From an optimization exercise on the open Yosys and OpenROAD flow, aimed at small area; shortcuts taken in it are not production practice. Where RTL was checked, it was by simulation tests only, not by an equivalence proof against the original. For run 1, only the layout was checked, not whether the RTL still works. Power and IR drop assume default switching activity.

[design/flow/flow/run.sh]
#!/bin/bash
# Layout flow: the standard flow (standard.sh) with three changes.
#  1. Synthesis maps the logic for area: no full/half adder cell extraction
#     (ADDER_MAP_FILE empty) and ABC's default mapping script instead of the
#     ORFS speed script. Every step before ABC is the standard one, so the
#     registers are the standard synthesis's, with the same names and cells.
#  2. The port buffers use the smallest buffer cell.
# Each tool's full output goes to standard.log in this folder (plus ORFS's own logs).
set -euo pipefail
HERE=$(pwd)
sed -e 's#^\(\s*\)log_cmd abc {\*}$abc_args#\1log_cmd abc {*}$lib_args {*}$lib_dont_use_args#' \
  "$FLOW_HOME/scripts/synth.tcl" > "$HERE/synth_area.tcl"
grep -q 'log_cmd abc {\*}$lib_args {\*}$lib_dont_use_args' "$HERE/synth_area.tcl"
sed -e "s#source \$::env(SCRIPTS_DIR)/synth.tcl#source $HERE/synth_area.tcl#" synth_recipe.tcl > "$HERE/synth_recipe_area.tcl"
grep -q "source $HERE/synth_area.tcl" "$HERE/synth_recipe_area.tcl"
sed -e "s#SYNTH_SCRIPT=[^ ]*#SYNTH_SCRIPT=$HERE/synth_recipe_area.tcl#" standard.sh > "$HERE/standard_area.sh"
grep -q "SYNTH_SCRIPT=$HERE/synth_recipe_area.tcl" "$HERE/standard_area.sh"
export ADDER_MAP_FILE=
export BUFFER_PORTS_ARGS="-buffer_cell sky130_fd_sc_hd__buf_1"
bash "$HERE/standard_area.sh" > standard.log 2>&1
[design/flow/standard.sh]
#!/bin/bash
# synth_recipe.tcl (not shown) runs the flow's synth.tcl, then flattens the netlist and writes it again
# the make line also repeats each setting of config.mk as NAME=value (left out here)
make -C /OpenROAD-flow-scripts/flow DESIGN_CONFIG=/design/flow/config.mk WORK_HOME=/design/flow/orfs CLKGATE_MAP_FILE= SYNTH_SCRIPT=/design/flow/synth_recipe.tcl "${@:-finish}"
[design/flow/config.mk]
export PLATFORM = sky130hd
export DESIGN_NAME = eth_rmii
export DESIGN_NICKNAME = eth_rmii
export VERILOG_FILES = /design/flow/design.v
export SDC_FILE = /design/flow/constraint.sdc
export NUM_CORES = 4
export LEC_CHECK = 0
export CAP_MARGIN = 20
export CORE_MARGIN = 2
export CORE_UTILIZATION = 70
export CTS_BUF_LIST = sky130_fd_sc_hd__clkbuf_16
export CTS_CLUSTER_DIAMETER = 100
export CTS_CLUSTER_SIZE = 24
export SLEW_MARGIN = 20
[design/flow/constraint.sdc]
create_clock -name core_clock -period 10.0 [get_ports {rmii_clk}]
set_input_delay 2.0000 -clock core_clock [delete_from_list [all_inputs] [get_ports {rmii_clk}]]
set_output_delay 2.0000 -clock core_clock [all_outputs]
set_load 0.01 [all_outputs]
[design/flow/design.v]
module CRC32_D8(
	input	wire							sys_clk,
	input	wire	[7:0]					data,
	input	wire							crc_start,
	input	wire							crc_en,
	output	reg		[31:0]					crc_q,
	output	wire	[31:0]					crc_nx
);
	function [31:0] step1;
		input [31:0] c;
		input b;
	begin
		step1 = { c[30:0], 1'b0 } ^ ( ( c[31] ^ b ) ? 32'h04C1_1DB7 : 32'h0 );
	end
	endfunction
	wire	[31:0]							c = crc_start ? 32'hffff_ffff : crc_q;
	wire	[7:0]							x = c[31:24] ^ { data[0], data[1], data[2], data[3], data[4], data[5], data[6], data[7] };
	wire	[31:0]							t = step1( step1( step1( step1( step1( step1( step1( step1( { x, 24'h0 }, 1'b0 ), 1'b0 ), 1'b0 ), 1'b0 ), 1'b0 ), 1'b0 ), 1'b0 ), 1'b0 );
assign		crc_nx	=	{ c[23:0], 8'h00 } ^ t;
always @ ( posedge sys_clk ) begin
	if ( crc_en ) begin
		crc_q <= crc_nx;
	end
end
endmodule
module CRC32_D2(
	input	wire							sys_clk,
	input	wire	[1:0]					dibit,
	input	wire							shift,
	input	wire							crc_en,
	output	reg		[31:0]					crc_q,
	output	wire	[31:0]					crc_nx
);
	function [31:0] step1;
		input [31:0] c;
		input b;
	begin
		step1 = { c[30:0], 1'b0 } ^ ( ( c[31] ^ b ) ? 32'h04C1_1DB7 : 32'h0 );
	end
	endfunction
	wire	[1:0]							x = shift ? 2'b00 : crc_q[31:30] ^ { dibit[0], dibit[1] };
	wire	[31:0]							t = step1( step1( { x, 30'h0 }, 1'b0 ), 1'b0 );
assign		crc_nx	=	{ crc_q[29:0], shift, shift } ^ t;
always @ ( posedge sys_clk ) begin
	if ( crc_en ) begin
		crc_q <= crc_nx;
	end
end
endmodule
module	rmii2gmii (
	input	wire						sys_rst_n,
	input	wire						rmii_clk,
	input	wire						rmii_rxdv,
	input	wire	[1:0]				rmii_rxdata,
	output	reg							rmii_txen,
	output	wire	[1:0]				rmii_txdata,
	output	wire						rmii_rst,
	output	reg							gmii_rxdv,
	output	reg		[7:0]				gmii_rxdata,
	input	wire						gmii_txen,
	input	wire	[7:0]				gmii_txdata,
	output	wire						gmii_txbusy,
	output	wire	[1:0]				tx_phase
);
	reg									rmii_true_rxdv;
	reg		[1:0]						rmii_true_rxdata;
	reg		[1:0]						rx_data_cnt;
	reg		[1:0]						tx_data_cnt;
	reg		[7:0]						tx_data_r;
	wire								force0	= rmii_rxdv && !rmii_true_rxdv;
	wire								tx_go	= gmii_txen && !gmii_txbusy;
assign		rmii_rst		= 1'b1;
assign		gmii_txbusy		= |tx_data_cnt;
assign		tx_phase		= tx_data_cnt;
always @ ( posedge rmii_clk or negedge sys_rst_n ) begin
	if ( !sys_rst_n ) begin
		rmii_true_rxdv <= 1'b0;
	end else if ( !rmii_rxdv ) begin
		rmii_true_rxdv <= 1'b0;
	end else if ( rmii_rxdata != 2'b0 ) begin
		rmii_true_rxdv <= 1'b1;
	end
end
always @ ( posedge rmii_clk ) begin
	rmii_true_rxdata <= rmii_rxdata;
end
always @ ( posedge rmii_clk or negedge sys_rst_n ) begin
	if ( !sys_rst_n ) begin
		rx_data_cnt <= 2'd0;
	end else if ( rmii_true_rxdv ) begin
		rx_data_cnt <= rx_data_cnt + 2'd1;
	end
end
always @ ( posedge rmii_clk or negedge sys_rst_n ) begin
	if ( !sys_rst_n ) begin
		gmii_rxdv <= 1'b0;
	end else begin
		gmii_rxdv <= force0 || ( rx_data_cnt == 2'd3 );
	end
end
always @ ( posedge rmii_clk ) begin
	if ( force0 ) begin
		gmii_rxdata <= 8'h0;
	end else begin
		case ( rx_data_cnt )
			2'd0: gmii_rxdata[1:0] <= rmii_true_rxdata;
			2'd1: gmii_rxdata[3:2] <= rmii_true_rxdata;
			2'd2: gmii_rxdata[5:4] <= rmii_true_rxdata;
			2'd3: gmii_rxdata[7:6] <= rmii_true_rxdata;
		endcase
	end
end
always @ ( posedge rmii_clk or negedge sys_rst_n ) begin
	if ( !sys_rst_n ) begin
		tx_data_cnt <= 2'd0;
	end else if ( tx_go ) begin
		tx_data_cnt <= 2'd1;
	end else if ( gmii_txbusy ) begin
		tx_data_cnt <= tx_data_cnt + 2'd1;
	end
end
always @ ( posedge rmii_clk or negedge sys_rst_n ) begin
	if ( !sys_rst_n ) begin
		rmii_txen <= 1'b0;
	end else if ( !gmii_txbusy ) begin
		rmii_txen <= gmii_txen;
	end
end
always @ ( posedge rmii_clk or negedge sys_rst_n ) begin
	if ( !sys_rst_n ) begin
		tx_data_r <= 8'h0;
	end else if ( tx_go ) begin
		tx_data_r <= gmii_txdata;
	end
end
assign	rmii_txdata	=	( tx_data_cnt == 2'd1 ) ? tx_data_r[1:0] :
						( tx_data_cnt == 2'd2 ) ? tx_data_r[3:2] :
						( tx_data_cnt == 2'd3 ) ? tx_data_r[5:4] : tx_data_r[7:6];
endmodule
module eth_arp_gmii (
	input	wire							sys_clk,
	input	wire							sys_rst_n,
	input	wire							gmii_rxdv,
	input	wire	[7:0]					gmii_rxdata,
	input	wire							gmii_txbusy,
	input	wire	[1:0]					tx_phase,
	output	reg		[7:0]					gmii_txdata,
	output	reg								arp_working
);
	parameter		BOARD_MAC_ADDR			= 48'h00_11_22_33_44_55;
	parameter		BOARD_IP_ADDR			= 32'hA9_FE_01_17;
	localparam	[47:0]	ARP_HEAD	= 48'h0001_0800_0604;
	reg		[6:0]							rx_pos;
	reg		[6:0]							rx_pos_next;
	reg										m1;						 
	reg										arp_req;				 
	reg										crc_last;				 
	reg										arp_req_true;
	reg										arp_resp;
	reg		[47:0]							mac_src;
	reg		[31:0]							ip_src;
	wire									rxdv = gmii_rxdv;
	wire	[7:0]							rxd = gmii_rxdata;
always @ ( * ) begin
	if ( rx_pos <= 7'd6 ) begin
		rx_pos_next = !rxdv ? rx_pos : ( rxd == 8'h55 ) ? rx_pos + 7'd1 : 7'd0;
	end else begin
		case ( rx_pos )
			7'd7:	rx_pos_next = !rxdv ? rx_pos : ( rxd == 8'hD5 ) ? 7'd8 : 7'd0;
			7'd14:	rx_pos_next = ( m1 || arp_req ) ? 7'd15 : 7'd0;
			7'd22:	rx_pos_next = !rxdv ? rx_pos : ( m1 && rxd == 8'h06 ) ? 7'd23 : 7'd0;
			7'd29:	rx_pos_next = m1 ? 7'd30 : 7'd0;
			7'd31:	rx_pos_next = !rxdv ? rx_pos : ( m1 && rxd == 8'h01 ) ? 7'd32 : 7'd0;
			7'd73:	rx_pos_next = !rxdv ? rx_pos : 7'd0;
			default:	rx_pos_next = ( rx_pos > 7'd73 ) ? 7'd0 : !rxdv ? rx_pos : rx_pos + 7'd1;
		endcase
	end
end
always @ ( posedge sys_clk or negedge sys_rst_n ) begin
	if ( !sys_rst_n ) begin
		rx_pos <= 7'd0;
	end else begin
		rx_pos <= rx_pos_next;
	end
end
always @ ( posedge sys_clk ) begin
	if ( rxdv ) begin
		case ( rx_pos )
			7'd8:	begin m1 <= rxd == 8'hFF; arp_req <= rxd == BOARD_MAC_ADDR[47:40]; end
			7'd9:	begin m1 <= m1 && rxd == 8'hFF; arp_req <= arp_req && rxd == BOARD_MAC_ADDR[39:32]; end
			7'd10:	begin m1 <= m1 && rxd == 8'hFF; arp_req <= arp_req && rxd == BOARD_MAC_ADDR[31:24]; end
			7'd11:	begin m1 <= m1 && rxd == 8'hFF; arp_req <= arp_req && rxd == BOARD_MAC_ADDR[23:16]; end
			7'd12:	begin m1 <= m1 && rxd == 8'hFF; arp_req <= arp_req && rxd == BOARD_MAC_ADDR[15:8]; end
			7'd13:	begin m1 <= m1 && rxd == 8'hFF; arp_req <= arp_req && rxd == BOARD_MAC_ADDR[7:0]; end
			7'd21:	m1 <= rxd == 8'h08;
			7'd23:	m1 <= rxd == 8'h00;
			7'd24:	m1 <= m1 && rxd == 8'h01;
			7'd25:	m1 <= m1 && rxd == 8'h08;
			7'd26:	m1 <= m1 && rxd == 8'h00;
			7'd27:	m1 <= m1 && rxd == 8'h06;
			7'd28:	m1 <= m1 && rxd == 8'h04;
			7'd30:	m1 <= rxd == 8'h00;
			7'd48:	arp_req <= rxd == BOARD_IP_ADDR[31:24];
			7'd49:	arp_req <= arp_req && rxd == BOARD_IP_ADDR[23:16];
			7'd50:	arp_req <= arp_req && rxd == BOARD_IP_ADDR[15:8];
			7'd51:	arp_req <= arp_req && rxd == BOARD_IP_ADDR[7:0];
			default: ;
		endcase
	end
end
always @ ( posedge sys_clk ) begin
	if ( rx_pos >= 7'd15 && rx_pos <= 7'd20 && rxdv ) begin
		mac_src <= { mac_src[39:0], rxd };
	end
	if ( rx_pos >= 7'd38 && rx_pos <= 7'd41 && rxdv ) begin
		ip_src <= { ip_src[23:0], rxd };
	end
end
	wire	[31:0]							rx_crc_q;
	wire	[31:0]							rx_crc_nx;
CRC32_D8									u1_rx_CRC32_D8 (
	.sys_clk								( sys_clk		),
	.data									( rxd			),
	.crc_start								( rx_pos == 7'd8 && rxdv ),
	.crc_en									( rx_pos >= 7'd8 && rxdv ),
	.crc_q									( rx_crc_q		),
	.crc_nx									( rx_crc_nx		)
);
always @ ( posedge sys_clk or negedge sys_rst_n ) begin
	if ( !sys_rst_n ) begin
		crc_last <= 1'b0;
		arp_req_true <= 1'b0;
		arp_resp <= 1'b0;
	end else begin
		crc_last <= rx_pos == 7'd73 && rxdv && arp_req;
		arp_req_true <= crc_last && rx_crc_q == 32'hC704_DD7B;
		arp_resp <= arp_req_true;
	end
end
	reg										tx_act;
	reg		[6:0]							tx_pos;
	reg		[47:0]							tx_des_mac;
	reg		[31:0]							tx_des_ip;
	wire									tx_go = arp_working && !gmii_txbusy;
always @ ( posedge sys_clk or negedge sys_rst_n ) begin
	if ( !sys_rst_n ) begin
		tx_act <= 1'b0;
		arp_working <= 1'b0;
	end else begin
		if ( !tx_act ) begin
			tx_act <= arp_resp;
		end else if ( tx_pos == 7'd71 && tx_go ) begin
			tx_act <= 1'b0;
		end
		arp_working <= tx_act;
	end
end
always @ ( posedge sys_clk ) begin
	if ( !tx_act ) begin
		tx_pos <= 7'd0;
	end else if ( tx_go ) begin
		tx_pos <= tx_pos + 7'd1;
	end
end
always @ ( posedge sys_clk ) begin
	if ( arp_resp ) begin
		tx_des_mac <= mac_src;
		tx_des_ip <= ip_src;
	end
end
	wire	[31:0]							tx_crc_q;
	wire	[31:0]							tx_crc_nx;
	wire									tx_crc_shift = tx_pos < 7'd8 || tx_pos >= 7'd68;
CRC32_D2									u2_tx_CRC32_D2 (
	.sys_clk								( sys_clk		),
	.dibit									( tx_phase == 2'd1 ? gmii_txdata[1:0] : tx_phase == 2'd2 ? gmii_txdata[3:2] :
											  tx_phase == 2'd3 ? gmii_txdata[5:4] : gmii_txdata[7:6] ),
	.shift									( tx_crc_shift	),
	.crc_en									( tx_act && ( tx_phase != 2'd0 || tx_go ) ),
	.crc_q									( tx_crc_q		),
	.crc_nx									( tx_crc_nx		)
);
	wire	[7:0]							tx_crc_byte = ~{ tx_crc_nx[24], tx_crc_nx[25], tx_crc_nx[26], tx_crc_nx[27],
															 tx_crc_nx[28], tx_crc_nx[29], tx_crc_nx[30], tx_crc_nx[31] };
	reg		[7:0]							tx_byte;
always @ ( * ) begin
	case ( tx_pos )
		7'd6:	tx_byte = 8'hD5;
		7'd7, 7'd39:	tx_byte = tx_des_mac[47:40];
		7'd8, 7'd40:	tx_byte = tx_des_mac[39:32];
		7'd9, 7'd41:	tx_byte = tx_des_mac[31:24];
		7'd10, 7'd42:	tx_byte = tx_des_mac[23:16];
		7'd11, 7'd43:	tx_byte = tx_des_mac[15:8];
		7'd12, 7'd44:	tx_byte = tx_des_mac[7:0];
		7'd13, 7'd29:	tx_byte = BOARD_MAC_ADDR[47:40];
		7'd14, 7'd30:	tx_byte = BOARD_MAC_ADDR[39:32];
		7'd15, 7'd31:	tx_byte = BOARD_MAC_ADDR[31:24];
		7'd16, 7'd32:	tx_byte = BOARD_MAC_ADDR[23:16];
		7'd17, 7'd33:	tx_byte = BOARD_MAC_ADDR[15:8];
		7'd18, 7'd34:	tx_byte = BOARD_MAC_ADDR[7:0];
		7'd19, 7'd23:	tx_byte = 8'h08;
		7'd20, 7'd25:	tx_byte = 8'h06;
		7'd22:	tx_byte = 8'h01;
		7'd26:	tx_byte = 8'h04;
		7'd28:	tx_byte = 8'h02;
		7'd35:	tx_byte = BOARD_IP_ADDR[31:24];
		7'd36:	tx_byte = BOARD_IP_ADDR[23:16];
		7'd37:	tx_byte = BOARD_IP_ADDR[15:8];
		7'd38:	tx_byte = BOARD_IP_ADDR[7:0];
		7'd45:	tx_byte = tx_des_ip[31:24];
		7'd46:	tx_byte = tx_des_ip[23:16];
		7'd47:	tx_byte = tx_des_ip[15:8];
		7'd48:	tx_byte = tx_des_ip[7:0];
		7'd67, 7'd68, 7'd69, 7'd70:	tx_byte = tx_crc_byte;
		default:	tx_byte = 8'h00;
	endcase
end
	wire									tx_load = tx_go && !( tx_pos < 7'd6 || ( tx_pos >= 7'd50 && tx_pos < 7'd67 ) );
always @ ( posedge sys_clk ) begin
	if ( !tx_act ) begin
		gmii_txdata <= arp_resp ? 8'h55 : 8'h00;
	end else if ( tx_load ) begin
		gmii_txdata <= tx_byte;
	end
end
endmodule
module udp_gmii_rx (
	input	wire							sys_clk,
	input	wire							sys_rst_n,
	input	wire							gmii_rxdv,
	input	wire	[7:0]					gmii_rxdata,
	output	reg								udp_rxstart,
	output	reg								udp_rxend,
	output	reg								udp_rxdv,
	output	reg		[7:0]					udp_rxdata,
	output	reg		[15:0]					udp_rxamount,
	output	reg		[15:0]					udp_rxnum,
	output	reg		[47:0]					pc_mac_addr,
	output	reg		[31:0]					pc_ip_addr,
	output	reg		[15:0]					pc_port,
	output	reg								pc_valid			 
);
	parameter		BOARD_MAC_ADDR			= 48'h00_11_22_33_44_55;
	parameter		BOARD_IP_ADDR			= 32'hA9_FE_01_17;
	localparam		IDLE		= 5'd0,
					SFD			= 5'd1,
					MAC_ADDR	= 5'd2,
					TYPE		= 5'd3,
					IP_TYPE		= 5'd4,
					IP_LEN		= 5'd5,
					IP_ID		= 5'd6,
					IP_SPLIT	= 5'd7,
					IP_TTL		= 5'd8,
					IP_PROTOCOL	= 5'd9,
					IP_CHECK	= 5'd10,
					IP_ADDR		= 5'd11,
					IP_FILL		= 5'd12,
					UDP_PORT	= 5'd13,
					UDP_LEN		= 5'd14,
					UDP_CHECK	= 5'd15,
					DATA		= 5'd16,
					CRC			= 5'd17;
	reg		[4:0]							state;
	reg		[4:0]							next;
	reg		[3:0]							cnt;				 
	reg		[5:0]							cnt_network;
	reg										m;					 
	reg		[47:0]							src_mac;
	reg		[31:0]							src_ip;
	reg		[15:0]							port_len;			 
	reg		[3:0]							ihl;
	reg		[15:0]							data_rem;			 
	reg										mf;
	reg										udp_continue;
	wire									rxdv = gmii_rxdv;
	wire	[7:0]							rxd = gmii_rxdata;
	wire	[5:0]							ip_header_len = { ihl, 2'b00 };
	reg										data_passed;
	wire									data_at_last = data_rem == 16'd0;
	wire									data_reached = data_at_last || data_passed;
	wire									in_payload = state == DATA || state == UDP_PORT || state == UDP_LEN || state == UDP_CHECK;
	wire									num_ok = ( udp_rxamount >= 16'hFFF8 ) || ( udp_rxnum < udp_rxamount );
	reg		[7:0]							mac_byte;
	reg		[7:0]							ip_byte;
always @ ( * ) begin
	case ( cnt[2:0] )
		3'd0: mac_byte = BOARD_MAC_ADDR[47:40];
		3'd1: mac_byte = BOARD_MAC_ADDR[39:32];
		3'd2: mac_byte = BOARD_MAC_ADDR[31:24];
		3'd3: mac_byte = BOARD_MAC_ADDR[23:16];
		3'd4: mac_byte = BOARD_MAC_ADDR[15:8];
		default: mac_byte = BOARD_MAC_ADDR[7:0];
	endcase
	case ( cnt[1:0] )
		2'd0: ip_byte = BOARD_IP_ADDR[31:24];
		2'd1: ip_byte = BOARD_IP_ADDR[23:16];
		2'd2: ip_byte = BOARD_IP_ADDR[15:8];
		default: ip_byte = BOARD_IP_ADDR[7:0];
	endcase
end
always @ ( * ) begin
	next = state;
	case ( state )
		IDLE:			if ( cnt == 4'd6 && rxdv && rxd == 8'h55 ) next = SFD;
		SFD:			if ( rxdv ) next = ( rxd == 8'hD5 ) ? MAC_ADDR : IDLE;
		MAC_ADDR:		if ( cnt == 4'd11 && rxdv ) next = m ? TYPE : IDLE;
		TYPE:			if ( cnt[0] && rxdv ) next = ( m && rxd == 8'h00 ) ? IP_TYPE : IDLE;
		IP_TYPE:		if ( cnt[0] && rxdv ) next = m ? IP_LEN : IDLE;
		IP_LEN:			if ( cnt[0] && rxdv ) next = IP_ID;
		IP_ID:			if ( cnt[0] && rxdv ) next = IP_SPLIT;
		IP_SPLIT:		if ( cnt[0] && rxdv ) next = IP_TTL;
		IP_TTL:			if ( rxdv ) next = IP_PROTOCOL;
		IP_PROTOCOL:	if ( rxdv ) next = ( rxd == 8'd17 ) ? IP_CHECK : IDLE;
		IP_CHECK:		if ( cnt[0] && rxdv ) next = IP_ADDR;
		IP_ADDR:		if ( cnt == 4'd7 && rxdv ) next = !udp_continue ? UDP_PORT : ( cnt_network < ip_header_len - 1 ) ? IP_FILL : DATA;
		IP_FILL:		next = ( cnt_network >= ip_header_len - 1 && rxdv ) ? ( udp_continue ? DATA : UDP_PORT ) : IP_ADDR;
		UDP_PORT:		if ( !m ) next = IDLE; else if ( cnt[1:0] == 2'd3 && rxdv ) next = UDP_LEN;
		UDP_LEN:		if ( cnt[0] && rxdv ) next = UDP_CHECK;
		UDP_CHECK:		if ( cnt[0] && rxdv ) next = DATA;
		DATA:			if ( data_reached && rxdv && cnt_network >= 6'd45 ) next = CRC;
		CRC:			if ( cnt[1:0] == 2'd3 && rxdv ) next = IDLE;
		default:		next = IDLE;
	endcase
end
always @ ( posedge sys_clk or negedge sys_rst_n ) begin
	if ( !sys_rst_n ) begin
		state <= IDLE;
	end else begin
		state <= next;
	end
end
always @ ( posedge sys_clk or negedge sys_rst_n ) begin
	if ( !sys_rst_n ) begin
		cnt <= 4'd0;
	end else if ( next != state ) begin
		cnt <= 4'd0;
	end else if ( state == IDLE && rxdv && rxd != 8'h55 ) begin
		cnt <= 4'd0;
	end else if ( rxdv && !( state == DATA && cnt[0] ) ) begin
		cnt <= cnt + 4'd1;				 
	end
end
always @ ( posedge sys_clk ) begin
	if ( state == IDLE || state == SFD || state == MAC_ADDR || state == TYPE || state == CRC ) begin
		cnt_network <= 6'd0;
	end else if ( cnt_network == 6'd63 ) begin
		cnt_network <= 6'd63;
	end else if ( rxdv ) begin
		cnt_network <= cnt_network + 6'd1;
	end
end
always @ ( posedge sys_clk ) begin
	if ( in_payload ) begin
		if ( rxdv && data_at_last ) begin
			data_passed <= 1'b1;
		end
	end else begin
		data_passed <= 1'b0;
	end
end
always @ ( posedge sys_clk ) begin
	if ( state == IP_LEN && rxdv ) begin
		if ( !cnt[0] ) begin
			data_rem[15:8] <= rxd;
		end else begin
			data_rem <= { data_rem[15:8], rxd } - ip_header_len - 16'd1;
		end
	end else if ( in_payload && rxdv ) begin
		data_rem <= data_rem - 16'd1;
	end
end
always @ ( posedge sys_clk ) begin
	if ( rxdv ) begin
		case ( state )
			MAC_ADDR:	if ( cnt < 4'd6 ) m <= ( cnt == 4'd0 || m ) && rxd == mac_byte;
			TYPE:		m <= rxd == 8'h08;
			IP_TYPE:	m <= rxd[7:4] == 4'h4;
			IP_ADDR:	if ( cnt[2] ) m <= ( cnt[1:0] == 2'd0 || m ) && rxd == ip_byte;
			default: ;
		endcase
	end
end
always @ ( posedge sys_clk ) begin
	if ( rxdv ) begin
		if ( state == MAC_ADDR && cnt >= 4'd6 ) begin
			src_mac <= { src_mac[39:0], rxd };
		end
		if ( state == IP_ADDR && !cnt[2] ) begin
			src_ip <= { src_ip[23:0], rxd };
		end
		if ( ( state == UDP_PORT && !cnt[1] ) || state == UDP_LEN ) begin
			port_len <= { port_len[7:0], rxd };
		end
		if ( state == IP_TYPE && !cnt[0] ) begin
			ihl <= rxd[3:0];
		end
		if ( state == IP_SPLIT && !cnt[0] ) begin
			mf <= rxd[5];
		end
	end
end
	wire									pc_refresh = state == UDP_LEN && !cnt[0] && rxdv;
always @ ( posedge sys_clk or negedge sys_rst_n ) begin
	if ( !sys_rst_n ) begin
		pc_valid <= 1'b0;
	end else if ( pc_refresh ) begin
		pc_valid <= 1'b1;
	end
end
always @ ( posedge sys_clk ) begin
	if ( pc_refresh ) begin
		pc_mac_addr <= src_mac;
		pc_ip_addr <= src_ip;
		pc_port <= port_len;
	end
end
always @ ( posedge sys_clk or negedge sys_rst_n ) begin
	if ( !sys_rst_n ) begin
		udp_rxdata <= 8'h0;
		udp_rxstart <= 1'b0;
		udp_rxend <= 1'b0;
		udp_rxdv <= 1'b0;
		udp_rxamount <= 16'd0;
		udp_rxnum <= 16'd0;
		udp_continue <= 1'b0;
	end else begin
		if ( state == DATA ) begin
			udp_rxdata <= rxd;
		end
		udp_rxstart <= !udp_continue && state == DATA && !cnt[0] && rxdv;
		udp_rxend <= !mf && state == DATA && data_at_last && rxdv;
		udp_rxdv <= state == DATA && rxdv && num_ok;
		if ( state == UDP_CHECK ) begin
			udp_rxamount <= port_len - 16'd8;
		end
		if ( udp_rxstart ) begin
			udp_rxnum <= 16'd1;
		end else if ( state == CRC && !num_ok ) begin
			udp_rxnum <= 16'd0;
		end else if ( state == DATA && rxdv && num_ok ) begin
			udp_rxnum <= udp_rxnum + 16'd1;
		end
		if ( state == CRC ) begin
			udp_continue <= mf;
		end
	end
end
endmodule
module udp_gmii_tx(
	input	wire							sys_clk,
	input	wire							sys_rst_n,
	input	wire							gmii_txbusy,
	input	wire	[1:0]					tx_phase,
	output	wire							gmii_txen,
	output	reg		[7:0]					gmii_txdata,
	input	wire							udp_txstart,
	input	wire	[15:0]					udp_txamount,
	input	wire	[7:0]					udp_txdata,
	output	wire							udp_txreq,
	output	reg								udp_txbusy,
	input	wire	[47:0]					pc_mac_r,
	input	wire	[31:0]					pc_ip_r,
	input	wire	[15:0]					pc_port_r,
	input	wire							pc_valid
);
	wire	[47:0]							pc_mac_addr = pc_mac_r;
	wire	[31:0]							pc_ip_addr = pc_ip_r;
	wire	[15:0]							pc_port = pc_port_r;
	parameter		BOARD_MAC_ADDR			= 48'h00_11_22_33_44_55;
	parameter		BOARD_IP_ADDR			= 32'hA9_FE_01_17;
	localparam		IDLE		= 5'd0,
					HEAD		= 5'd1,
					MAC_ADDR	= 5'd2,
					TYPE		= 5'd3,
					IP_TYPE		= 5'd4,
					IP_LEN		= 5'd5,
					IP_ID		= 5'd6,
					IP_SPLIT	= 5'd7,
					IP_TTL		= 5'd8,
					IP_PROTOCOL	= 5'd9,
					IP_CHECK	= 5'd10,
					IP_ADDR		= 5'd11,
					UDP_PORT	= 5'd12,
					UDP_LEN		= 5'd13,
					UDP_CHECK	= 5'd14,
					DATA		= 5'd15,
					CRC			= 5'd16,
					WAIT		= 5'd17;
	reg		[4:0]							state;
	reg		[4:0]							next;
	reg		[10:0]							cnt;				 
	reg		[15:0]							ip_id;
	reg		[15:0]							ip_checksum;
	reg		[15:0]							udp_rest;
	reg										udp_continue;
	reg										mf;
	reg		[12:0]							offset;
	wire									go = gmii_txen && !gmii_txbusy;
	wire									start = udp_txstart && !udp_txbusy;
	wire									rest_big = udp_rest > 16'd1480;
	wire	[15:0]							ip_data_len = rest_big ? 16'd1500 : udp_rest + 16'd20;
	wire	[15:0]							cnt_next = { 5'd0, cnt } + 16'd1;
	wire									rest_reached = cnt_next >= udp_rest;
	wire									data_end = rest_big ? ( cnt >= 11'd1479 ) : ( udp_rest < 16'd26 ) ? ( cnt >= 11'd25 ) : rest_reached;
	wire									udp_hdr = state == UDP_PORT || state == UDP_LEN || state == UDP_CHECK;
assign		gmii_txen		=	state != IDLE && state != WAIT;
assign		udp_txreq		=	( ( state == IP_ADDR && cnt[2:0] == 3'd7 && udp_continue ) || ( state == UDP_CHECK && cnt[0] ) ||
								  ( state == DATA && ( udp_rest == 16'd0 || !rest_reached ) && cnt < 11'd1479 ) ) && go;
always @ ( * ) begin
	next = state;
	case ( state )
		IDLE:			if ( start || udp_continue ) next = HEAD;
		HEAD:			if ( cnt[2:0] == 3'd7 && go ) next = MAC_ADDR;
		MAC_ADDR:		if ( cnt[3:0] == 4'd11 && go ) next = TYPE;
		TYPE:			if ( cnt[0] && go ) next = IP_TYPE;
		IP_TYPE:		if ( cnt[0] && go ) next = IP_LEN;
		IP_LEN:			if ( cnt[0] && go ) next = IP_ID;
		IP_ID:			if ( cnt[0] && go ) next = IP_SPLIT;
		IP_SPLIT:		if ( cnt[0] && go ) next = IP_TTL;
		IP_TTL:			if ( go ) next = IP_PROTOCOL;
		IP_PROTOCOL:	if ( go ) next = IP_CHECK;
		IP_CHECK:		if ( cnt[0] && go ) next = IP_ADDR;
		IP_ADDR:		if ( cnt[2:0] == 3'd7 && go ) next = udp_continue ? DATA : UDP_PORT;
		UDP_PORT:		if ( cnt[1:0] == 2'd3 && go ) next = UDP_LEN;
		UDP_LEN:		if ( cnt[0] && go ) next = UDP_CHECK;
		UDP_CHECK:		if ( cnt[0] && go ) next = DATA;
		DATA:			if ( data_end && go ) next = CRC;
		CRC:			if ( cnt[1:0] == 2'd3 && go ) next = WAIT;
		WAIT:			if ( cnt[4:0] == 5'd31 ) next = IDLE;
		default:		next = IDLE;
	endcase
end
always @ ( posedge sys_clk or negedge sys_rst_n ) begin
	if ( !sys_rst_n ) begin
		state <= IDLE;
	end else begin
		state <= next;
	end
end
always @ ( posedge sys_clk ) begin
	if ( next != state && !( udp_hdr && ( next == UDP_LEN || next == UDP_CHECK || next == DATA ) ) ) begin
		cnt <= 11'd0;
	end else if ( go || state == WAIT ) begin
		cnt <= cnt + 11'd1;
	end
end
always @ ( posedge sys_clk or negedge sys_rst_n ) begin
	if ( !sys_rst_n ) begin
		udp_txbusy <= 1'b0;
		ip_id <= 16'd0;
		udp_continue <= 1'b0;
	end else begin
		if ( udp_txstart ) begin
			udp_txbusy <= 1'b1;
		end else if ( state == IDLE && !udp_continue ) begin
			udp_txbusy <= 1'b0;
		end
		if ( start ) begin
			ip_id <= ip_id + 16'd1;
		end
		if ( state == DATA ) begin
			udp_continue <= rest_big;
		end
	end
end
	wire									sum_first = state == HEAD;
	wire	[17:0]							sum = ( sum_first ? 16'h3027 : ip_checksum ) + ( sum_first ? ip_data_len : pc_valid ? pc_ip_addr[31:16] : 16'h0 ) +
												  ( sum_first ? ip_id : pc_valid ? pc_ip_addr[15:0] : 16'h0 );
	wire	[16:0]							sum1 = sum[17:16] + sum[15:0];
always @ ( posedge sys_clk ) begin
	if ( start ) begin
		udp_rest <= udp_txamount + 16'd8;
	end else if ( state == CRC && cnt[1:0] == 2'd0 && go && rest_big ) begin
		udp_rest <= udp_rest - 16'd1480;
	end
	if ( state == TYPE && cnt[0] && go ) begin
		mf <= rest_big;
		offset <= udp_continue ? offset + 13'd185 : 13'd0;
	end
	if ( ( state == IP_SPLIT && cnt[0] || sum_first ) && go ) begin
		ip_checksum <= sum1[15:0] + sum1[16];
	end
end
	wire	[31:0]							crc_q;
	wire	[31:0]							crc_nx;
	wire									crc_pend = state != IDLE && state != WAIT;
CRC32_D2									u1_CRC32_D2 (
	.sys_clk								( sys_clk		),
	.dibit									( tx_phase == 2'd1 ? gmii_txdata[1:0] : tx_phase == 2'd2 ? gmii_txdata[3:2] :
											  tx_phase == 2'd3 ? gmii_txdata[5:4] : gmii_txdata[7:6] ),
	.shift									( state == HEAD || state == CRC	),
	.crc_en									( crc_pend && ( tx_phase != 2'd0 || go ) ),
	.crc_q									( crc_q			),
	.crc_nx									( crc_nx		)
);
	reg		[7:0]							tx_byte;
always @ ( * ) begin
	tx_byte = 8'h00;
	case ( state )
		HEAD:			tx_byte = cnt[0] ? pc_mac_addr[47:40] : 8'hD5;
		MAC_ADDR: begin
			case ( cnt[3:0] )
				4'd0: tx_byte = pc_mac_addr[39:32];
				4'd1: tx_byte = pc_mac_addr[31:24];
				4'd2: tx_byte = pc_mac_addr[23:16];
				4'd3: tx_byte = pc_mac_addr[15:8];
				4'd4: tx_byte = pc_mac_addr[7:0];
				4'd5: tx_byte = BOARD_MAC_ADDR[47:40];
				4'd6: tx_byte = BOARD_MAC_ADDR[39:32];
				4'd7: tx_byte = BOARD_MAC_ADDR[31:24];
				4'd8: tx_byte = BOARD_MAC_ADDR[23:16];
				4'd9: tx_byte = BOARD_MAC_ADDR[15:8];
				4'd10: tx_byte = BOARD_MAC_ADDR[7:0];
				default: tx_byte = 8'h08;
			endcase
		end
		TYPE:			tx_byte = cnt[0] ? 8'h45 : 8'h00;
		IP_TYPE:		tx_byte = cnt[0] ? ip_data_len[15:8] : 8'h00;
		IP_LEN:			tx_byte = cnt[0] ? ip_id[15:8] : ip_data_len[7:0];
		IP_ID:			tx_byte = cnt[0] ? { 2'b00, mf, offset[12:8] } : ip_id[7:0];
		IP_SPLIT:		tx_byte = cnt[0] ? 8'h40 : offset[7:0];
		IP_TTL:			tx_byte = 8'd17;
		IP_PROTOCOL:	tx_byte = ~ip_checksum[15:8];
		IP_CHECK:		tx_byte = cnt[0] ? BOARD_IP_ADDR[31:24] : ~ip_checksum[7:0];
		IP_ADDR: begin
			case ( cnt[2:0] )
				3'd0: tx_byte = BOARD_IP_ADDR[23:16];
				3'd1: tx_byte = BOARD_IP_ADDR[15:8];
				3'd2: tx_byte = BOARD_IP_ADDR[7:0];
				3'd3: tx_byte = pc_ip_addr[31:24];
				3'd4: tx_byte = pc_ip_addr[23:16];
				3'd5: tx_byte = pc_ip_addr[15:8];
				3'd6: tx_byte = pc_ip_addr[7:0];
				default: tx_byte = udp_continue ? udp_txdata : pc_port[15:8];
			endcase
		end
		UDP_PORT: begin
			case ( cnt[1:0] )
				2'd0: tx_byte = pc_port[7:0];
				2'd1: tx_byte = pc_port[15:8];
				2'd2: tx_byte = pc_port[7:0];
				default: tx_byte = udp_rest[15:8];
			endcase
		end
		UDP_LEN:		tx_byte = cnt[0] ? 8'h00 : udp_rest[7:0];
		UDP_CHECK:		tx_byte = cnt[0] ? udp_txdata : 8'h00;
		DATA, CRC:		tx_byte = ( state == DATA && !data_end ) ? udp_txdata : ( state == CRC && cnt[1:0] == 2'd3 ) ? 8'h00 :
									  ~{ crc_nx[24], crc_nx[25], crc_nx[26], crc_nx[27], crc_nx[28], crc_nx[29], crc_nx[30], crc_nx[31] };
		default: ;
	endcase
end
	wire									pc_sel = ( state == HEAD && cnt[0] ) || ( state == MAC_ADDR && cnt[3:0] < 4'd5 ) ||
													 ( state == IP_ADDR && ( cnt[2:0] == 3'd7 ? !udp_continue : cnt[2:0] >= 3'd3 ) ) ||
													 ( state == UDP_PORT && cnt[1:0] != 2'd3 );
	wire	[7:0]							tx_byte_v = ( pc_sel && !pc_valid ) ? 8'h00 : tx_byte;
	wire									tx_load = go && ( state != HEAD || cnt[2:1] == 2'b11 );
always @ ( posedge sys_clk ) begin
	if ( state == IDLE ) begin
		gmii_txdata <= ( udp_txstart || udp_continue ) ? 8'h55 : 8'h00;
	end else if ( state == WAIT ) begin
		gmii_txdata <= 8'h00;
	end else if ( tx_load ) begin
		gmii_txdata <= tx_byte_v;
	end
end
endmodule
module eth_rmii(
	input	wire						sys_rst_n,
	input	wire						rmii_clk,
	input	wire						rmii_rxdv,
	input	wire	[1:0]				rmii_rxdata,
	output	wire						rmii_txen,
	output	wire	[1:0]				rmii_txdata,
	output	wire						rmii_rst,
	output	wire						udp_rxstart,
	output	wire						udp_rxend,
	output	wire						udp_rxdv,
	output	wire	[7:0]				udp_rxdata,
	output	wire	[15:0]				udp_rxamount,
	output	wire	[15:0]				udp_rxnum,
	input	wire						udp_txstart,
	input	wire	[15:0]				udp_txamount,
	input	wire	[7:0]				udp_txdata,
	output	wire						udp_txreq,
	output	wire						udp_txbusy
);
	wire								gmii_rxdv;
	wire	[7:0]						gmii_rxdata;
	wire								gmii_txen;
	wire	[7:0]						gmii_txdata;
	wire								gmii_txbusy;
	wire	[1:0]						tx_phase;
	wire	[7:0]						arp_gmii_txdata;
	wire								arp_working;
	wire								udp_gmii_txen;
	wire	[7:0]						udp_gmii_txdata;
	wire	[47:0]						pc_mac_addr;
	wire	[31:0]						pc_ip_addr;
	wire	[15:0]						pc_port;
	wire								pc_valid;
rmii2gmii								u1_rmii2gmii (
	.sys_rst_n							( sys_rst_n			),
	.rmii_clk							( rmii_clk			),
	.rmii_rxdv							( rmii_rxdv			),
	.rmii_rxdata						( rmii_rxdata		),
	.rmii_txen							( rmii_txen			),
	.rmii_txdata						( rmii_txdata		),
	.rmii_rst							( rmii_rst			),
	.gmii_rxdv							( gmii_rxdv			),
	.gmii_rxdata						( gmii_rxdata		),
	.gmii_txen							( gmii_txen			),
	.gmii_txdata						( gmii_txdata		),
	.gmii_txbusy						( gmii_txbusy		),
	.tx_phase							( tx_phase			)
);
eth_arp_gmii							u2_eth_arp_gmii (
	.sys_clk							( rmii_clk			),
	.sys_rst_n							( sys_rst_n			),
	.gmii_rxdv							( gmii_rxdv			),
	.gmii_rxdata						( gmii_rxdata		),
	.gmii_txbusy						( gmii_txbusy		),
	.tx_phase							( tx_phase			),
	.gmii_txdata						( arp_gmii_txdata	),
	.arp_working						( arp_working		)
);
udp_gmii_rx								u3_udp_gmii_rx (
	.sys_clk							( rmii_clk			),
	.sys_rst_n							( sys_rst_n			),
	.gmii_rxdv							( gmii_rxdv			),
	.gmii_rxdata						( gmii_rxdata		),
	.udp_rxstart						( udp_rxstart		),
	.udp_rxend							( udp_rxend			),
	.udp_rxdv							( udp_rxdv			),
	.udp_rxdata							( udp_rxdata		),
	.udp_rxamount						( udp_rxamount		),
	.udp_rxnum							( udp_rxnum			),
	.pc_mac_addr						( pc_mac_addr		),
	.pc_ip_addr							( pc_ip_addr		),
	.pc_port							( pc_port			),
	.pc_valid							( pc_valid			)
);
udp_gmii_tx								u4_udp_gmii_tx (
	.sys_clk							( rmii_clk			),
	.sys_rst_n							( sys_rst_n			),
	.gmii_txbusy						( gmii_txbusy		),
	.tx_phase							( tx_phase			),
	.gmii_txen							( udp_gmii_txen		),
	.gmii_txdata						( udp_gmii_txdata	),
	.udp_txstart						( udp_txstart		),
	.udp_txamount						( udp_txamount		),
	.udp_txdata							( udp_txdata		),
	.udp_txreq							( udp_txreq			),
	.udp_txbusy							( udp_txbusy		),
	.pc_mac_r							( pc_mac_addr		),
	.pc_ip_r							( pc_ip_addr		),
	.pc_port_r							( pc_port			),
	.pc_valid							( pc_valid			)
);
assign		gmii_txdata		=	arp_working ? arp_gmii_txdata :
								udp_txbusy ? udp_gmii_txdata : 8'h0;
assign		gmii_txen		=	arp_working || ( udp_txbusy && udp_gmii_txen );
endmodule
==> summary.txt, run 1 <==
Outcome
The run finished with no timing, DRC or antenna violations.

Synthesis
The post-synthesis net count is 2,623. The count of warnings emitted by yosys is 6. The share of flip-flops with an asynchronous set or reset after synthesis is 15.5%. The number of synthesized flops with an enable pin is 534. Sequential elements use 62.5% of the synthesized area. The mapped netlist covers 0.0309 mm².

The flip-flop and latch count after synthesis is 673. For this run, the leading register cell type out of synthesis is sky130_fd_sc_hd__edfxtp_1. The average instance in the mapped netlist occupies 11.9 µm². The count of cell types in the netlist is 72. In the synthesized netlist, the number of instances is 2,593.

Floorplan
The core region area is 0.0439 mm². For this configuration, the core starts out at a cell density of 70.4%. The overall die height is 214 µm. The die is 214 µm wide.

The total I/O pin count is 79. The floorplan step defined a die boundary enclosing 0.0459 mm². The floorplan has 77 rows.

Placement
Detailed placement finished with a half-perimeter wire length of 61.0 mm. Routability-driven placement finished with a final weighted congestion of 1.04. Port buffering added 77 buffers.

STA
The post-route setup TNS is 0 ns. Derived from the worst setup path, the maximum achievable clock frequency is 105 MHz. Setup repair after global routing left no endpoint under its margin. The clock period minus worst slack is 9.53 ns. The final hold violation count is 0. The count of pins over their slew limit came to 0. The portion of the clock cycle consumed by the worst path in the final layout is 95.3%.

The total setup violations reported at the end of the flow is 0. The slew at the pin closest to its max-slew limit is 1.09 ns. Headroom to the max-slew limit came out at 26.7%. The clock skew is 0.0372 ns.

Drt
The count of nets left with antenna violations after detail routing is 0. The routed length per instance is 25.5 µm. Wires add up to 86.3 mm.

The via-per-instance ratio is 6.90. The pre-antenna-repair detailed-routing pass consisted of 8 iterations. The final route contains 23,396 vias. The iteration-0 DRC count of the detailed router is 3,137. The residual DRC count is 0.

Critical path
The most numerous cell type found on the critical path is sky130_fd_sc_hd__maj3_1. The nature of the critical path startpoint is a flip-flop. For this run, the slowest stage of the critical path takes 0.65 ns.

The slowest stage of the critical path belongs to the cell sky130_fd_sc_hd__or4_1. The critical path data required time is 10.34 ns. Of all nets on the critical path, the largest fanout is 5. The critical path is of the reg2reg type. The data arrival time of the critical path is 9.88 ns. The number of buffers and inverters on the critical path is 3. The kind of cell adding the most delay to the critical path is adder cells.

The endpoint class of the critical path is a flip-flop.

Power and ir drop
The fraction of power consumed by sequential logic is 44.0%. The power dissipated by switching net loads is 3.49 mW. The maximum ir drop on the vdd rail is 0.000905 V.

Combinational cells account for 39.7% of the total power. The internal power of the cells totals 5.90 mW. The clock network fraction of design power is 16.3%. The switching share of power is 37.2%. The total chip power is 9.39 mW. Summed over all cells, the static leakage comes to 11.5 nW. Dividing total power by cell area gives a power density of 279 mW/mm².

Clock network
The maximum number of buffers from clock root to sink is 3. The post-CTS setup buffer count is 0. The number of sinks on the clock net is 673. The number of H-tree branching levels is 2.

The clock-pin slew on the worst setup and hold paths is 0.11 ns. At the later pin of the worst-skew pair, clock insertion delay measures 0.60 ns. In this run, post-CTS hold repair placed 0 buffers. The number of gates resized after CTS was 1. In this run, CTS created clock tree buffers numbering 34. The clock tree root driver cell is sky130_fd_sc_hd__clkbuf_16. The CTS tree is built.

GRT
The via count of the first global-routing pass is 22,660. The initial antenna violation count was 2. The total global routing track utilization is 37.6%.

The first-pass GRT wire length is 132 mm. The largest net degree at the start of global routing is 82. The total overflow reported by the global router is 0.

Final layout
The layout overhead on the synthesized area is 8.65%. The end-of-flow core utilization is 76.5%. Fill cells in the final layout number 2,751.

Of the cells placed in the final design, the portion with a size suffix greater than 1 is 4.58%. The number of nets at the end of the flow is 2,798.

Run
The number of violations of the max-capacitance limit is 0.

Min path
The class of the tightest hold or removal check is reg2reg.
==> worst reg2reg max path: cells and delay by family, from the launching register on <==
family,cells,cell delay (ns)
adders and majority gates,10,4.14
and+or+nand+nor,8,2.16
AOI/OAI and AO/OA,5,1.40
buffers and inverters,3,0.57
xor gates and xnor gates,2,0.50
DFF,1,0.49
==> synthesized netlist by cell type (all sizes together), types with 8 or more instances <==
| master | count | area, µm² |
|---|---|---|
| edfxtp | 534 | 16000 |
| nand2 | 268 | 1010 |
| nor2 | 261 | 980 |
| xnor2 | 182 | 1590 |
| o21ai | 145 | 726 |
| a21oi | 141 | 706 |
| dfrtp | 104 | 2600 |
| xor2 | 78 | 683 |
| nor3 | 77 | 385 |
| nand3 | 67 | 335 |
| clkinv | 54 | 203 |
| nand2b | 45 | 282 |
| a31oi | 38 | 238 |
| dfxtp | 35 | 701 |
| a22oi | 34 | 255 |
| and2 | 32 | 200 |
| nand4 | 32 | 200 |
| and3 | 30 | 188 |
| nor2b | 28 | 175 |
| nor4 | 26 | 163 |
| a221oi | 25 | 219 |
| o22ai | 25 | 156 |
| maj3 | 24 | 240 |
| a211oi | 23 | 173 |
| a21o | 18 | 135 |
| a22o | 18 | 158 |
| mux2i | 17 | 170 |
| o21a | 17 | 128 |
| or2 | 16 | 100 |
| or3 | 16 | 100 |
| o211ai | 15 | 113 |
| a222oi | 13 | 130 |
| nor3b | 11 | 82.6 |
| a2111oi | 10 | 87.6 |
| o2111ai | 9 | 78.8 |
| or4 | 9 | 67.6 |
| nor4b | 8 | 70.1 |
==> cells by family (layout without fill, tap and decap cells) <==
kind of cell	count (synthesis)	after routing	share of synthesized area [%]
AO/OA/AOI/OAI	602	602	12.7
flip-flops	673	673	62.5
multiplexers	26	26	1.10
other	1	4	0.0121
buffers and inverters	55	256	0.679
AND/OR/NAND/NOR	949	949	14.7
XOR/XNOR	263	263	7.58
adder cells (fa/ha/maj)	24	24	0.776
==> stage by stage <==
stage | hold slack (ns) | setup WS, ns | instance area, µm² | instances
after floorplan | 0.331 | 0.119 | 30900 | 2593
after global placement | 0.337 | 0.279 | 32500 | 3321
after detailed placement | 0.337 | 0.132 | 32500 | 3322
after CTS | 0.358 | 0.134 | 33500 | 3384
after global routing | 0.363 | 0.0379 | 33600 | 3386
final | 0.358 | 0.466 | 33600 | 3389
==> routing by layer <==
layer  wire (µm)  global-route usage (%)  up-vias
li1            -                       -    10195
met1       32700                    51.5    11347
met2       40100                    59.2     1555
met3        9090                    7.06      299
met4        4380                    17.4        0
met5           0                       0        -
==> cell usage in the layout, fill, tap and decap left out, drive strengths merged, types with 10 or more instances in the layout <==
cell type    n
edfxtp     534
nand2      268
nor2       261
xnor2      182
o21ai      145
a21oi      141
buf        138
dfrtp      104
xor2        78
nor3        77
nand3       67
clkinv      54
nand2b      45
a31oi       38
clkbuf      37
dfxtp       35
a22oi       34
nand4       32
and2        32
and3        30
nor2b       28
inv         27
nor4        26
o22ai       25
a221oi      25
maj3        24
a211oi      23
a21o        18
a22o        18
mux2i       17
o21a        17
or3         16
or2         16
o211ai      15
a222oi      13
nor3b       11
a2111oi     10
==> power groups by stage <==
stage	Sequential [mW]	Clock, mW	Combinational [mW]
CTS	4.11	1.54	3.64
floorplan	4.13	0	2.59
global route	4.18	1.63	4.04
detailed placement	4.17	0	3.60
finish	4.13	1.53	3.73
global placement	4.14	0	3.48
==> sequential cells by signal (all words and copies together), names as in the netlist, 32 cells and up <==
signal,flops
u3_udp_gmii_rx.src_ip,32
u3_udp_gmii_rx.src_mac,48
u4_udp_gmii_tx.u1_CRC32_D2.crc_q,32
u2_eth_arp_gmii.u1_rx_CRC32_D8.crc_q,32
u3_udp_gmii_rx.pc_ip_addr,32
u2_eth_arp_gmii.u2_tx_CRC32_D2.crc_q,32
u2_eth_arp_gmii.tx_des_mac,48
u2_eth_arp_gmii.tx_des_ip,32
u2_eth_arp_gmii.ip_src,32
u2_eth_arp_gmii.mac_src,48
u3_udp_gmii_rx.pc_mac_addr,48
==> layout make-up <==
class                      instances  area (µm²)  share of cell area, %
sequential                       673       19300                   57.5
antenna                            3        7.51                 0.0223
inverter                          54         203                  0.603
timing repair buffer             140         798                   2.37
clock buffer                      35         876                   2.60
clock inverter                    27         139                  0.413
tap                              592         741                   2.20
multi-input combinational       1865       11500                   34.3
==> worst paths after layout <==
check                      depth (start not counted)  slack, ns                              to                         start
max reg2reg                                       28       0.47  u4_udp_gmii_tx.ip_checksum[13]   u4_udp_gmii_tx.udp_rest[14]
min in group asynchronous                          1       1.50       u2_eth_arp_gmii.rx_pos[6]                     sys_rst_n
max                                               28       0.47  u4_udp_gmii_tx.ip_checksum[13]   u4_udp_gmii_tx.udp_rest[14]
max in group asynchronous                          2       7.20     u3_udp_gmii_rx.udp_rxnum[9]                     sys_rst_n
min                                                0       0.36        u2_eth_arp_gmii.arp_resp  u2_eth_arp_gmii.arp_req_true
min reg2reg                                        0       0.36        u2_eth_arp_gmii.arp_resp  u2_eth_arp_gmii.arp_req_true
==> run 2, diff against run 1 <==
--- a/design/flow/design.v
+++ b/design/flow/design.v
@@ -664,7 +664,8 @@
 	end
 end
 	wire									sum_first = state == HEAD;
-	wire	[17:0]							sum = ( sum_first ? 16'h3027 : ip_checksum ) + ( sum_first ? ip_data_len : pc_valid ? pc_ip_addr[31:16] : 16'h0 ) +
+	wire	[17:0]							sum = ( sum_first ? ( rest_big ? 16'h3603 : 16'h303B ) : ip_checksum ) +
+												  ( sum_first ? ( rest_big ? 16'h0 : udp_rest ) : pc_valid ? pc_ip_addr[31:16] : 16'h0 ) +
 												  ( sum_first ? ip_id : pc_valid ? pc_ip_addr[15:0] : 16'h0 );
 	wire	[16:0]							sum1 = sum[17:16] + sum[15:0];
 always @ ( posedge sys_clk ) begin
--- a/design/flow/config.mk
+++ b/design/flow/config.mk
@@ -7,7 +7,7 @@
 export LEC_CHECK = 0
 export CAP_MARGIN = 20
 export CORE_MARGIN = 2
-export CORE_UTILIZATION = 70
+export CORE_UTILIZATION = 60
 export CTS_BUF_LIST = sky130_fd_sc_hd__clkbuf_16
 export CTS_CLUSTER_DIAMETER = 100
 export CTS_CLUSTER_SIZE = 24
==> summary.txt, run 2 <==
Final layout
The number of nets at the end of the flow is 2,807. The end-of-flow core utilization is 65.8%. The most common cell after layout, fill and taps aside is sky130_fd_sc_hd__edfxtp_1. The layout overhead on the synthesized area is 9.09%. 0 antenna diodes ended up in the layout. Leaving out fill and tap cells, the most frequent cells in the layout are 534 x sky130_fd_sc_hd__edfxtp_1, 268 x sky130_fd_sc_hd__nor2_1, 262 x sky130_fd_sc_hd__nand2_1, 153 x sky130_fd_sc_hd__xnor2_1, 152 x sky130_fd_sc_hd__a21oi_1. The fraction of layout instances using a drive strength above 1 is 4.56%.

Clock network
The clock tree synthesis step divided the H-tree into 2 levels. In this run, post-CTS repair resized a total of 0 instances. In this run, post-CTS hold repair placed 0 buffers. The tree is rooted in a sky130_fd_sc_hd__clkbuf_16.

The maximum number of buffers from clock root to sink is 3. After clock tree synthesis, the setup repair step added 0 buffers. For this design, the sink count on the clock tree is 673.

TritonCTS built the clock tree. The clock reaches the later pin of the worst-skew pair after 0.60 ns. The clock-pin slew on the worst setup and hold paths is 0.10 ns. Counting the buffers created by CTS gives 35.

Drt
The routed design has 85.9 mm of wire. The iteration-0 DRC count of the detailed router is 2,829. The detail route stage leaves a number of antenna-violating nets equal to 0. The routed length per instance is 24.6 µm. The detailed-route via count is 22,987. In the routed design, unresolved DRC markers number 0.

The first TritonRoute pass finished after 8 iterations. After detailed routing, the number of vias per cell comes to 6.60.

STA
The clock skew is 0.0227 ns. The count of pins over their slew limit is 0. Setup violations remaining at the end of the flow were counted as 0. At the pin with the least slew margin, the transition time is 1.04 ns. In this run the tightest slew margin relative to its limit is 30.1%. The top achievable clock speed is 117 MHz. The clock period minus worst slack is 8.53 ns.

The final hold violation count is 0. The worst slack on hold paths is 0.423 ns. Setup total negative slack on the finished layout was measured at 0 ns.

Setup repair after global routing left no endpoint under its margin. The portion of the clock cycle consumed by the worst path in the final layout is 85.3%.

Synthesis
By count the netlist is led by 534 x sky130_fd_sc_hd__edfxtp_1, 271 x sky130_fd_sc_hd__nor2_1, 262 x sky130_fd_sc_hd__nand2_1, 154 x sky130_fd_sc_hd__xnor2_1. Of the synthesized area, sequential elements account for 62.7%. The total standard cell area after synthesis is 0.0308 mm². A synthesized cell averages 11.8 µm². The count of cell types in the netlist is 67. In the synthesized netlist the async set-or-reset flop fraction comes to 15.5%. The count of warnings emitted by yosys is 6. The number of synthesized flops with an enable pin is 534. The leading cell type by number of instances after synthesis is sky130_fd_sc_hd__edfxtp_1. The dominant register cell in the synthesized netlist is sky130_fd_sc_hd__edfxtp_1.

Summed over all instances, the cell type with the most area after synthesis is sky130_fd_sc_hd__edfxtp_1. The synthesized design devotes to its leading area cell type 52.0% of total area. Counting every net in the synthesized netlist gives 2,635.

The count of mapped cells out of synthesis is 2,605. The flip-flop and latch count after synthesis is 673. By area the synthesized netlist is led by sky130_fd_sc_hd__edfxtp_1 52%, sky130_fd_sc_hd__dfrtp_1 8.4%, sky130_fd_sc_hd__xnor2_1 4.4%, sky130_fd_sc_hd__nor2_1 3.3%, sky130_fd_sc_hd__nand2_1 3.2%.

GRT
The via count of the first global-routing pass is 22,238. The first global-routing pass estimated 132 mm of wire. The initial antenna violation count is 0. The largest net degree at the start of global routing is 82. The total global routing track utilization is 32.4%. After global routing the overflow that remains totals 0.

Critical path
For this design, the slowest cell found on the critical path is sky130_fd_sc_hd__edfxtp_1. The endpoint class of the critical path is a flip-flop. The path type of the worst setup path is reg2reg.

The dominant cell type by count on the critical path is sky130_fd_sc_hd__maj3_1. Walking the worst path, the cells encountered are or3_1 -> a21o_1 -> a211o_1 -> a21oi_1 -> buf_4 -> a22oi_1 -> xnor3_1 -> maj3_1 -> maj3_1 -> maj3_1 -> maj3_1 -> a211oi_1 -> o311ai_0 -> a311o_1 -> a31oi_1 -> nand4b_1 -> a31oi_1 -> or4_1 -> a2111oi_0 -> buf_4 -> nor4bb_1 -> buf_4 -> nand4_1 -> xor2_1. The data arrival time of the critical path is 8.88 ns. The worst setup path is launched from a flip-flop. The critical path data required time is 10.34 ns. In this run the worst path has a maximum fanout of 14. On the worst path, the slowest cell contributes a delay of 0.62 ns.

Placement
During placement, the flow inserted port buffers numbering 77. The congestion estimate from routability-driven global placement came to 1.02. Once detailed placement completed, the half-perimeter wirelength came to 61.3 mm.

Floorplan
The die is 231 µm wide. The initial utilization of the core area, before any placement, comes to 60.4%. The core region is 0.0511 mm². In this run the vertical extent of the chip is 231 µm. The die outline area is 0.0532 mm². The number of placement rows is 83. The total I/O pin count is 79.

Run
The number of violations of the max-capacitance limit is 0.

Outcome
The run finished with no timing, DRC or antenna violations.

Power and ir drop
The maximum ir drop on the vdd rail is 0.000597 V. The ratio of total power to cell area is 274 mW/mm². The total chip power is 9.22 mW. The leakage power of the design is 11.6 nW.

Min path
The class of the tightest hold or removal check is reg2reg.
==> run 2: kinds of logic after synthesis <==
family	after synthesis	synth area share [%]
and+or+nand+nor	947	14.6
buffers and inverters	57	0.706
other	1	0.0122
DFF	673	62.7
xor gates and xnor gates	240	6.86
adders and majority gates	9	0.292
muxes	29	1.21
AOI/OAI and AO/OA	649	13.6
==> run 2: report_power, final <==
group | switching [mW] | total (mW) | internal [mW]
clock network | 0.903 | 1.60 | 0.701
logic | 2.15 | 3.48 | 1.33
registers | 0.362 | 4.14 | 3.78
total | 3.41 | 9.22 | 5.81
==> run 2: path summary, 6_finish.rpt <==
kind                                                 start                        endpoint  slack (ns)  cells past startpoint
worst min register to register  u3_udp_gmii_rx.src_mac[42]  u3_udp_gmii_rx.pc_mac_addr[42]        0.42                      0
worst max register to register  u4_udp_gmii_tx.udp_rest[5]  u4_udp_gmii_tx.ip_checksum[15]        1.47                     24
worst max-delay path            u4_udp_gmii_tx.udp_rest[5]  u4_udp_gmii_tx.ip_checksum[15]        1.47                     24
worst min-delay path            u3_udp_gmii_rx.src_mac[42]  u3_udp_gmii_rx.pc_mac_addr[42]        0.42                      0
min in group asynchronous                        sys_rst_n         u3_udp_gmii_rx.state[2]        1.47                      1
max in group asynchronous                        sys_rst_n        u2_eth_arp_gmii.arp_resp        7.14                      2
==> run 2: layout make-up <==
type                            count  area (µm²)
Clock inverter                     28         183
Inverter                           56         210
Timing Repair Buffer              136         756
Fill cell                        3868       17500
Multi-Input combinational cell   1875       11400
Clock buffer                       36         901
Tap cell                          680         851
Sequential cell                   673       19300
==> run 2: routing by layer <==
| metal | up-vias | share of wire (%) | GRT usage (%) |
|---|---|---|---|
| met3 | 237 | 8.0 | 4.82 |
| li1 | 10305 | - | - |
| met5 | - | 0 | 0 |
| met1 | 11224 | 41 | 44.6 |
| met4 | 0 | 4.6 | 14.2 |
| met2 | 1221 | 47 | 51.6 |
==> run 2: worst max-delay path: cells and delay by family (launching register included) <==
family | cells | cell delay, ns
simple gates | 5 | 1.79
xor+xnor | 2 | 0.60
fa+ha+maj | 4 | 1.64
flops | 1 | 0.62
compound gates | 10 | 2.97
buf+inv | 3 | 0.64
==> run 2: per-stage QoR <==
stage	setup WS (ns)	instances	cell area (µm²)
6_report	1.47	3484	33600
5_1_grt	1.01	3484	33600
4_1_cts	1.56	3483	33600
3_5_place_dp	1.63	3419	32500
3_3_place_gp	1.92	3418	32500
2_1_floorplan	1.20	2605	30800
==> run 3, diff against run 2 <==
--- a/design/flow/config.mk
+++ b/design/flow/config.mk
@@ -7,7 +7,7 @@
 export LEC_CHECK = 0
 export CAP_MARGIN = 20
 export CORE_MARGIN = 2
-export CORE_UTILIZATION = 60
+export CORE_UTILIZATION = 70
 export CTS_BUF_LIST = sky130_fd_sc_hd__clkbuf_16
 export CTS_CLUSTER_DIAMETER = 100
 export CTS_CLUSTER_SIZE = 24
==> summary.txt, run 3 <==
Outcome
The run finished with no timing, DRC or antenna violations.

Floorplan
The number of placement rows is 76. The initial core utilization is 71.3%. For this design the top-level I/O count stands at 79.

The die is 214 µm tall. After floorplanning, the core was sized to cover 0.0433 mm². The die outline area is 0.0457 mm². The die is 214 µm wide.

Power and ir drop
The clock network fraction of design power is 16.7%. The power dissipated by switching net loads is 3.51 mW. The internal power is 5.77 mW. The leakage power of the design is 11.5 nW.

The total chip power is 9.29 mW. The maximum ir drop on the vdd rail is 0.000776 V. In this run, the combinational gates consume 38.4% of the power. Sequential cells account for 44.9% of the total power.

Net switching is 37.8% of the power. The ratio of total power to cell area is 278 mW/mm².

STA
On the final layout, the worst clock skew is 0.0343 ns. The portion of the clock cycle consumed by the worst path in the final layout is 90.3%. In this run the tightest slew margin relative to its limit is 22.5%.

The total setup violations reported at the end of the flow is 0. The post-route setup TNS is 0 ns. Timing would allow up to 111 MHz.

The final hold violation count was 0. Setup repair after global routing left no endpoint under its margin. The clock period minus worst slack is 9.03 ns.

The slew at the pin closest to its max-slew limit is 1.15 ns. The count of pins over their slew limit is 0.

Synthesis
By instance count, the leading cell after synthesis is sky130_fd_sc_hd__edfxtp_1. Sorting the synthesized cells by how often they occur yields 534 x sky130_fd_sc_hd__edfxtp_1, 271 x sky130_fd_sc_hd__nor2_1, 262 x sky130_fd_sc_hd__nand2_1, 154 x sky130_fd_sc_hd__xnor2_1. Dividing the synthesized area by the synthesized cell count gives 11.8 µm². Synthesis inferred 673 register bits. The share of flip-flops with an asynchronous set or reset after synthesis is 15.5%. The total standard cell area after synthesis is 0.0308 mm². The count of cell types in the netlist is 67. The number of synthesized flops with an enable pin is 534. The biggest area contributor in the post-synthesis netlist is sky130_fd_sc_hd__edfxtp_1. Sequential elements use 62.7% of the synthesized area.

Of the post-synthesis cell area, the dominant cell type holds 52.0%. Yosys attributes the largest share of cell area to sky130_fd_sc_hd__edfxtp_1 52%, sky130_fd_sc_hd__dfrtp_1 8.4%, sky130_fd_sc_hd__xnor2_1 4.4%, sky130_fd_sc_hd__nor2_1 3.3%, sky130_fd_sc_hd__nand2_1 3.2%. The count of mapped cells out of synthesis is 2,605. The most used flip-flop cell after synthesis is sky130_fd_sc_hd__edfxtp_1. During synthesis, Yosys emitted a total of 6 warnings. The post-synthesis net count is 2,635.

Placement
The last weighted congestion value of the routability-driven placer is 1.05. The count of input and output buffers is 77. Once detailed placement completed, the half-perimeter wirelength came to 62.2 mm.

GRT
Entering global routing, the biggest net connects 82 pins. The via count of the first global-routing pass is 22,868. The total global routing track utilization is 39.4%.

The total overflow reported by the global router is 0. The initial antenna violation count is 2. The first-pass GRT wire length is 134 mm.

Critical path
STA puts the critical path data arrival time at 9.37 ns. STA puts the critical path data required time at 10.35 ns. The path type of the worst setup path is reg2reg. Along the worst path, the maximum fanout reaches 14. STA classifies the critical path endpoint as a flip-flop. The worst setup path is launched from a flip-flop.

Clock network
In this run, post-CTS hold repair placed 0 buffers. The number of instances resized during post-cts repair is 0. In this run the clock root is driven by a sky130_fd_sc_hd__clkbuf_16. For this design, the sink count on the clock tree is 673. Clock-pin slew was measured on the worst setup and hold paths at 0.11 ns.

The post-CTS setup buffer count is 0. In this run the deepest clock path goes through 3 buffers. The H-tree was split into 2 levels. Buffers inserted during clock tree synthesis total 34. The clock insertion delay at the later pin of the skew report is 0.60 ns. The CTS tree is built.

Drt
Dividing the detail-routed wire length by the instance count gives 26.7 µm. The via-per-instance ratio is 7.17. After the first detailed-routing iteration, the DRC count stood at 4,277. The count of nets left with antenna violations once routing finished came out at 0.

The residual DRC count is 0. The count of TritonRoute iterations in the first routing pass is 9. The routed design has 90.4 mm of wire. The detailed-route via count is 24,253.

Final layout
Cells with a size suffix above 1 make up 4.43% of the layout. For this run, the post-layout net count is 2,803. In the layout the commonest cells are 534 x sky130_fd_sc_hd__edfxtp_1, 268 x sky130_fd_sc_hd__nor2_1, 262 x sky130_fd_sc_hd__nand2_1, 153 x sky130_fd_sc_hd__xnor2_1, 152 x sky130_fd_sc_hd__a21oi_1. Cells fill 77.4% of the core in the end. The most common cell after layout, fill and taps aside is sky130_fd_sc_hd__edfxtp_1.

The final-layout fill cell count is 2,546. Compared with the post-synthesis result, the final layout area differs by 8.54%.

Run
The tool flagged a number of max-cap violations equal to 0.

Min path
The tightest min-delay check is of the reg2reg type.
run 3: cell counts after synthesis:
No cell type changed its count.
run 3: through the flow:
step | cell area [µm²] | worst slack [ns] | instances | hold slack, ns
final | 33500 | 0.974 | 3384 | 0.426
after global routing | 33500 | 0.599 | 3383 | 0.430
after CTS | 33400 | 1.14 | 3382 | 0.426
after detailed placement | 32400 | 1.21 | 3321 | 0.405
after global placement | 32400 | 1.54 | 3320 | 0.400
after floorplan | 30800 | 1.20 | 2605 | 0.331
run 3: worst max-delay path, cell delays in order (launching register included):
cell                        delay, ns
sky130_fd_sc_hd__edfxtp_1        0.62
sky130_fd_sc_hd__or3_1           0.51
sky130_fd_sc_hd__a21o_1          0.24
sky130_fd_sc_hd__a211o_1         0.42
sky130_fd_sc_hd__a21oi_1         0.67
sky130_fd_sc_hd__a22oi_1         0.28
sky130_fd_sc_hd__xnor3_1         0.43
sky130_fd_sc_hd__maj3_1          0.39
sky130_fd_sc_hd__maj3_1          0.41
sky130_fd_sc_hd__maj3_1          0.41
sky130_fd_sc_hd__maj3_1          0.44
sky130_fd_sc_hd__a211oi_1        0.34
sky130_fd_sc_hd__o311ai_0        0.23
sky130_fd_sc_hd__a311o_1         0.45
sky130_fd_sc_hd__a31oi_1         0.31
sky130_fd_sc_hd__nand4b_1        0.19
sky130_fd_sc_hd__a31oi_1         0.19
sky130_fd_sc_hd__or4_1           0.60
sky130_fd_sc_hd__a2111oi_0       0.52
sky130_fd_sc_hd__buf_4           0.23
sky130_fd_sc_hd__nor4bb_1        0.30
sky130_fd_sc_hd__buf_4           0.21
sky130_fd_sc_hd__nand4_1         0.16
sky130_fd_sc_hd__xor2_1          0.21
run 3: final timing paths:
check	from	endpoint	slack [ns]	depth (start not counted)
max in group asynchronous	sys_rst_n	u2_eth_arp_gmii.arp_resp	7.09	2
min reg2reg	u2_eth_arp_gmii.mac_src[43]	u2_eth_arp_gmii.tx_des_mac[43]	0.43	0
max	u4_udp_gmii_tx.udp_rest[4]	u4_udp_gmii_tx.ip_checksum[15]	0.97	23
max reg2reg	u4_udp_gmii_tx.udp_rest[4]	u4_udp_gmii_tx.ip_checksum[15]	0.97	23
min	u2_eth_arp_gmii.mac_src[43]	u2_eth_arp_gmii.tx_des_mac[43]	0.43	0
min in group asynchronous	sys_rst_n	u3_udp_gmii_rx.udp_rxdata[0]	1.42	1
run 3: area by class of cell:
class / instances / area [µm²] / area share (%)
well taps: 585 / 732 / 2.19
multi-input cells: 1875 / 11400 / 34.2
flip-flops and latches: 673 / 19300 / 57.8
diodes: 1 / 2.50 / 0.00748
clock inverters: 26 / 141 / 0.422
clock buffers: 35 / 876 / 2.62
inverters: 56 / 210 / 0.628
repair buffers: 133 / 733 / 2.19
run 3: power by group through the flow:
| stage | sequential (mW) | clock, mW | combinational [mW] |
|---|---|---|---|
| CTS | 4.15 | 1.54 | 3.49 |
| detailed placement | 4.20 | 0 | 3.42 |
| finish | 4.17 | 1.55 | 3.57 |
| global placement | 4.16 | 0 | 3.26 |
| floorplan | 4.14 | 0 | 2.43 |
| global route | 4.20 | 1.62 | 3.85 |
run 3: metal layers:
metal	track usage [%]	part of all wire, %	wire (µm)	up-vias
li1	-	-	-	10281
met1	51.8	36	32600	11594
met2	63.7	47	42300	1957
met3	7.56	11	10300	419
met4	19.4	5.7	5130	2
met5	0	0.014	13	-
run 3: cells by family (layout without fill, tap and decap cells):
logic type | after synthesis | count (layout) | synth area share, %
simple gates | 947 | 947 | 14.6
flops | 673 | 673 | 62.7
compound gates | 649 | 649 | 13.6
xor+xnor | 240 | 240 | 6.86
buf+inv | 57 | 250 | 0.706
mux | 29 | 29 | 1.21
fa+ha+maj | 9 | 9 | 0.292
other cells | 1 | 2 | 0.0122

Check on run 3: ideal ports give 0.974 ns setup slack; a clkbuf_16 on the clock port and buf_2 on the inputs give 0.974 ns; moving port delays by the midpoint clock arrival (0.647 ns) as well gives 0.974 ns.
